Context: an optimization exercise on an open-source flow, tuned for small area and a short achievable clock period. The choices shown serve that exercise and are no tape-out recipe.
RTL that was checked went through simulation tests only; none was proved equivalent to the original.
No activity file was given, so power comes from the tool's default toggle rates.

== job 483 ==
// alu64_sync
module alu64_sync(
    input clk,
    input en,
    input MD,
    input [2:0] OP,
    input [63:0] R1,
    input [63:0] R2,
    output reg EQ,
    output reg GT,
    output reg LT,
    output reg OVR,
    output reg [63:0] Q
    );
	reg [63:0] D_r;
	reg [5:0] V_r;
	reg FILL_r, REV_r, ADD_r, SLT_r, SGT_r, LT_r, EQ_r, OVR_r;
	reg [7:1] BC_r;
	wire [63:0] D_w, S_w;
	wire [5:0] V_w;
	wire FILL_w, REV_w, ADD_w, SLT_w, SGT_w, LT_w, EQ_w, OVR_w;
	wire [7:1] BC_w;
	wire GT_1 = ~(LT_r | EQ_r);
	always @(posedge clk)
	begin
		D_r <= D_w;
		V_r <= V_w;
		FILL_r <= FILL_w;
		REV_r <= REV_w;
		ADD_r <= ADD_w;
		BC_r <= BC_w;
		SLT_r <= SLT_w;
		SGT_r <= SGT_w;
		LT_r <= LT_w;
		EQ_r <= EQ_w;
		OVR_r <= OVR_w;
		EQ <= EQ_r;
		GT <= GT_1;
		LT <= LT_r;
		OVR <= OVR_r;
		Q <= {S_w[63:1], S_w[0] | (SLT_r & LT_r) | (SGT_r & GT_1)};
	end
	alu64 u_front (
		.en(en), .MD(MD), .OP(OP), .R1(R1), .R2(R2),
		.D(D_w), .V(V_w), .FILL(FILL_w), .REV(REV_w), .ADD(ADD_w), .BC(BC_w),
		.SLT(SLT_w), .SGT(SGT_w), .LT(LT_w), .EQ(EQ_w), .OVR(OVR_w));
	shift64 u_back (
		.D(D_r), .V(V_r), .FILL(FILL_r), .REV(REV_r), .ADD(ADD_r), .BC(BC_r),
		.S(S_w));
endmodule
clock: 4.0 ns
lec_check: 0
abc_area: 1
cap_margin: 20
core_margin: 2
core_utilization: 40
setup_slack_margin: 1.8
slew_margin: 20
standard.sh (not shown) runs the stock make flow with config.mk's settings and CLKGATE_MAP_FILE= SYNTH_SCRIPT=/design/flow/synth_recipe.tcl, a recipe that flattens the netlist after the stock synthesis.
==> flow/flow/run.sh <==
#!/bin/bash
# Standard ORFS layout (the standard.sh), with the port buffers made from the
# smallest buffer cell instead of the one buffer_ports picks by default.
set -euo pipefail
bash standard.sh BUFFER_PORTS_ARGS="-buffer_cell sky130_fd_sc_hd__buf_1" finish > standard.log 2>&1
Here is what was changed in the inputs of job 3715 compared with job 483.
Settings: SETUP_SLACK_MARGIN changed from 1.8 to 1.5; ABC_AREA changed from 1 to 0.
Results
Diff job 483 -> job 3715: register bit count reported by yosys barely changed; post-detailed-route via-to-cell ratio climbed 0.64; clock distribution area overhead in the final layout dropped 0.35 points; hold slack climbed 0.039 ns.
When job 3715 is measured against job 483, its combinational share of power turns out 5.4 points higher.
Of the two values seen for worst setup path startpoint, V_r[0] was produced by job 483 and R1[13] by job 3715.
#### Input delta (job 5717 over job 3715)
Settings: ABC_AREA now 1, was 0.
Notes after the runs:
- Result: PASS for each of job 5717 and job 3715
- In job 5717 the detailed-route wire length turned out 19% lower than in job 3715.
- [compare] base=job 3715 new=job 5717: layout net count has increased; worst hold slack has decreased.
- Comparing job 5717 with job 3715, the number of hold violations in the final report came out essentially unchanged.
- Compared with job 3715, job 5717 shows a lower buffering overhead.
- Job 5717 — clock network power share 4.7 points higher, job 3715 as reference
Here is what was changed in the inputs of job 8342 compared with job 5717.
Settings: a change of SETUP_SLACK_MARGIN from 1.5 to 2.1.
[summary]
- Worst hold slack in job 8342 is 0.0080 ns lower than in job 5717
- Job 8342 vs. job 5717: met1 track utilization from global routing now larger; worst setup slack after layout now larger; routing usage on met3 now larger; via count now larger.
No run of this note included a check of the RTL's function; only the layout flow was run.

---

alu64_sync, a different RTL version from the one above (not shown whole).
Size in the first run: ~2400 cells after synthesis, about 160 flip-flops, ~200 I/O pins, about 15000 µm² of cells after synthesis.
// alu64_sync
module alu64_sync(
    input clk,
    input en,
    input MD,
    input [2:0] OP,
    input [63:0] R1,
    input [63:0] R2,
    output reg EQ,
    output reg GT,
    output reg LT,
    output reg OVR,
    output reg [63:0] Q
    );
	reg [63:0] D_r;
	reg [5:1] V_r;
	reg FILL_r, REV_r, ADD_r, SLT_r, SGT_r, LT_r, EQ_r, OVR_r;
	reg [15:1] BC_r;
	wire [63:0] D_w, S_w;
	wire [5:0] V_w;
	wire FILL_w, REV_w, ADD_w, SLT_w, SGT_w, LT_w, EQ_w, OVR_w;
	wire [15:1] BC_w;
	wire GT_1 = ~(LT_r | EQ_r);
	always @(posedge clk)
	begin
		D_r <= D_w;
		V_r <= V_w[5:1];
		FILL_r <= FILL_w;
		REV_r <= REV_w;
		ADD_r <= ADD_w;
		BC_r <= BC_w;
		SLT_r <= SLT_w;
		SGT_r <= SGT_w;
		LT_r <= LT_w;
		EQ_r <= EQ_w;
		OVR_r <= OVR_w;
		EQ <= EQ_r;
		GT <= GT_1;
		LT <= LT_r;
		OVR <= OVR_r;
		Q <= {S_w[63:1], S_w[0] | (SLT_r & LT_r) | (SGT_r & GT_1)};
	end
	alu64 u_front (
		.en(en), .MD(MD), .OP(OP), .R1(R1), .R2(R2),
		.D(D_w), .V(V_w), .FILL(FILL_w), .REV(REV_w), .ADD(ADD_w), .BC(BC_w),
		.SLT(SLT_w), .SGT(SGT_w), .LT(LT_w), .EQ(EQ_w), .OVR(OVR_w));
	shift64 u_back (
		.D(D_r), .V({V_r, 1'b0}), .FILL(FILL_r), .REV(REV_r), .ADD(ADD_r), .BC(BC_r),
		.S(S_w));
endmodule
clock: 4.0 ns
lec_check: 0
abc_area: 1
cap_margin: 20
core_margin: 2
core_utilization: 50
cts_buf_list: sky130_fd_sc_hd__clkbuf_4 sky130_fd_sc_hd__clkbuf_8
setup_slack_margin: 1.7
slew_margin: 20
==> flow/flow/run.sh <==
#!/bin/bash
# Layout flow: the standard.sh throughout, with two changes.
#  1. Synthesis runs with a copy of the ORFS scripts whose ABC area script is
#     replaced by flow/abc_area.script (ABC map with a required time of 2000 ps instead of delay-optimal mapping);
#     everything else in synthesis (synth_recipe.tcl, synth.tcl) is unchanged.
#  2. The port buffers use the smallest buffer cell (buf_1).
set -euo pipefail
rm -rf scripts_mod
cp -r "$FLOW_HOME/scripts" scripts_mod
cp flow/abc_area.script scripts_mod/abc_area.script
bash standard.sh SCRIPTS_DIR="$PWD/scripts_mod" ABC_AREA=1 synth > synth.log 2>&1
bash standard.sh BUFFER_PORTS_ARGS="-buffer_cell sky130_fd_sc_hd__buf_1" finish > standard.log 2>&1
==> flow/flow/abc_area.script <==
strash
dch
map -D 2000
topo
stime -c
buffer -c
upsize -c
dnsize -c
Next try:
==> flow/flow/run.sh (replaced) <==
#!/bin/bash
# Standard ORFS layout (the standard.sh), with the port buffers made from the
# smallest buffer cell instead of the one buffer_ports picks by default.
set -euo pipefail
bash standard.sh BUFFER_PORTS_ARGS="-buffer_cell sky130_fd_sc_hd__buf_1" finish > standard.log 2>&1
--- a/flow/config.mk
+++ b/flow/config.mk
@@ -11 +11 @@
-export CORE_UTILIZATION = 50
+export CORE_UTILIZATION = 40
@@ -13 +13 @@
-export SETUP_SLACK_MARGIN = 1.7
+export SETUP_SLACK_MARGIN = 1.5
removed: flow/flow/abc_area.script
- routed wire length drops by 7.9%
- critical path depth fell by 5
- setup slack gets better by 0.31 ns
- power falls by 15%
- core utilization drops by 27 points
- clock skew is higher by 0.010 ns
- count of clock-buffer cells in the layout decreases by 3
Next try:
--- a/flow/config.mk
+++ b/flow/config.mk
@@ -11 +11 @@
-export CORE_UTILIZATION = 40
+export CORE_UTILIZATION = 50
@@ -13 +13 @@
-export SETUP_SLACK_MARGIN = 1.5
+export SETUP_SLACK_MARGIN = 1.9
After rerunning: Wire length grows by a few percent. Cell count shrinks slightly. Synthesized area stays the same. Utilization goes up by 20 points.
Next try:
--- a/flow/config.mk
+++ b/flow/config.mk
@@ -9 +9 @@
-export CAP_MARGIN = 20
+export CAP_MARGIN = 5
@@ -13,2 +13,2 @@
-export SETUP_SLACK_MARGIN = 1.9
-export SLEW_MARGIN = 20
+export SETUP_SLACK_MARGIN = 1.7
+export SLEW_MARGIN = 5
Worst setup slack got worse by 0.12 ns. Synthesized cell count stays the same. Via count falls by 3.9%. Flip-flop and latch count does not change. Critical path depth rises by 2. Non-clock buffer count falls by 57.

---

Another version of the RTL of alu64_sync (not shown whole).
Size: roughly 2600 cells after synthesis, ~200 flip-flops, ~200 I/O pins, ~0.016 mm2 of cells after synthesis.
==> flow/config.mk <==
export PLATFORM = sky130hd
export DESIGN_NAME = alu64_sync
export DESIGN_NICKNAME = alu64_sync
export VERILOG_FILES = /design/flow/design.v
export SDC_FILE = /design/flow/constraint.sdc
export NUM_CORES = 4
export LEC_CHECK = 0
export ABC_AREA = 1
export CAP_MARGIN = 20
export CORE_MARGIN = 2
export CORE_UTILIZATION = 40
export SETUP_SLACK_MARGIN = 1.0
export SLEW_MARGIN = 20
==> flow/constraint.sdc <==
create_clock -name core_clock -period 4.0 [get_ports {clk}]
set_input_delay 0.8000 -clock core_clock [delete_from_list [all_inputs] [get_ports {clk}]]
set_output_delay 0.8000 -clock core_clock [all_outputs]
set_load 0.01 [all_outputs]
==> flow/flow/run.sh <==
#!/bin/bash
# Standard ORFS layout (the standard.sh), with the port buffers made from the
# smallest buffer cell instead of the one buffer_ports picks by default.
set -euo pipefail
bash standard.sh BUFFER_PORTS_ARGS="-buffer_cell sky130_fd_sc_hd__buf_1" finish > standard.log 2>&1
Rerun with:
==> flow/run.sh (new file) <==
#!/bin/bash
# synth_recipe.tcl (not shown) runs the flow's synth.tcl, then flattens the netlist and writes it again
# the make line also repeats each setting of config.mk as NAME=value (left out here)
make -C /OpenROAD-flow-scripts/flow DESIGN_CONFIG=/design/flow/config.mk WORK_HOME=/design/flow/orfs CLKGATE_MAP_FILE= SYNTH_SCRIPT=/design/flow/synth_recipe.tcl finish
- SETUP_SLACK_MARGIN: 1.0 -> 1.5
removed: flow/flow/run.sh
removed: flow/standard.sh
=> Final cell count grows by 2.6%; die area stays the same; setup slack gains 0.30 ns.
Rerun with:
==> flow/flow/run.sh (new file) <==
#!/bin/bash
# Standard ORFS layout (the standard.sh), with the port buffers made from the
# smallest buffer cell instead of the one buffer_ports picks by default.
set -euo pipefail
bash standard.sh BUFFER_PORTS_ARGS="-buffer_cell sky130_fd_sc_hd__buf_1" finish > standard.log 2>&1
==> flow/standard.sh (new file) <==
#!/bin/bash
# synth_recipe.tcl (not shown) runs the flow's synth.tcl, then flattens the netlist and writes it again
# the make line also repeats each setting of config.mk as NAME=value (left out here)
make -C /OpenROAD-flow-scripts/flow DESIGN_CONFIG=/design/flow/config.mk WORK_HOME=/design/flow/orfs CLKGATE_MAP_FILE= SYNTH_SCRIPT=/design/flow/synth_recipe.tcl "${@:-finish}"
removed: flow/run.sh
The new run passed the timing, DRC and antenna checks.
Area after synthesis stays the same.
Global-route usage went down by 1.1 points.
Total power went down by 4.3%.
Design area went down by 5.9%.
Worst setup slack gets worse by 0.0081 ns.
Function was not checked in any run of this note: the RTL went through the layout flow alone.

-- static timing again, ports no longer ideal --
The results above use ideal ports. As a check the final layouts listed here were re-extracted and re-timed, cells and wires unchanged.
Step 1 assumes that a clkbuf_16 drives the clock port and a buf_2 every other input.
Step 2 moves the port delays by t, midway between the first and last clock arrival at a register: inputs arrive t later, outputs are due t later. That takes back most of the time a late clock gives input paths.
Slacks: no drivers / after step 1 / after step 2; pairs: no drivers / after step 1.
run	t (ns)	setup WS [ns]	worst register clock-pin slew, ns	pins driven straight from the clock port
job 483	0.514	1.762 / 1.744 / 1.229	0.07 / 0.07	1
job 3715	0.493	1.030 / 0.959 / 0.466	0.07 / 0.07	1
job 5717	0.510	1.567 / 1.567 / 1.127	0.08 / 0.08	1
job 8342	0.527	1.726 / 1.726 / 1.218	0.09 / 0.09	1
the first run of note 2	0.518	1.263 / 1.245 / 0.726	0.10 / 0.10	1
the second run of note 2	0.552	1.575 / 1.604 / 1.051	0.11 / 0.11	1
the third run of note 2	0.531	1.832 / 1.800 / 1.269	0.12 / 0.12	1
the fourth run of note 2	0.515	1.716 / 1.716 / 1.273	0.11 / 0.11	1
the first run of note 3	0.588	0.976 / 0.976 / 0.976	0.07 / 0.07	1
the second run of note 3	0.627	1.281 / 1.281 / 1.281	0.07 / 0.07	1
the third run of note 3	0.590	1.273 / 1.273 / 1.273	0.07 / 0.07	1
After both steps every run listed still meets setup and hold. The setup slack of job 3715, which loses most, moves by -0.071 ns with the drivers and by -0.564 ns with both steps.
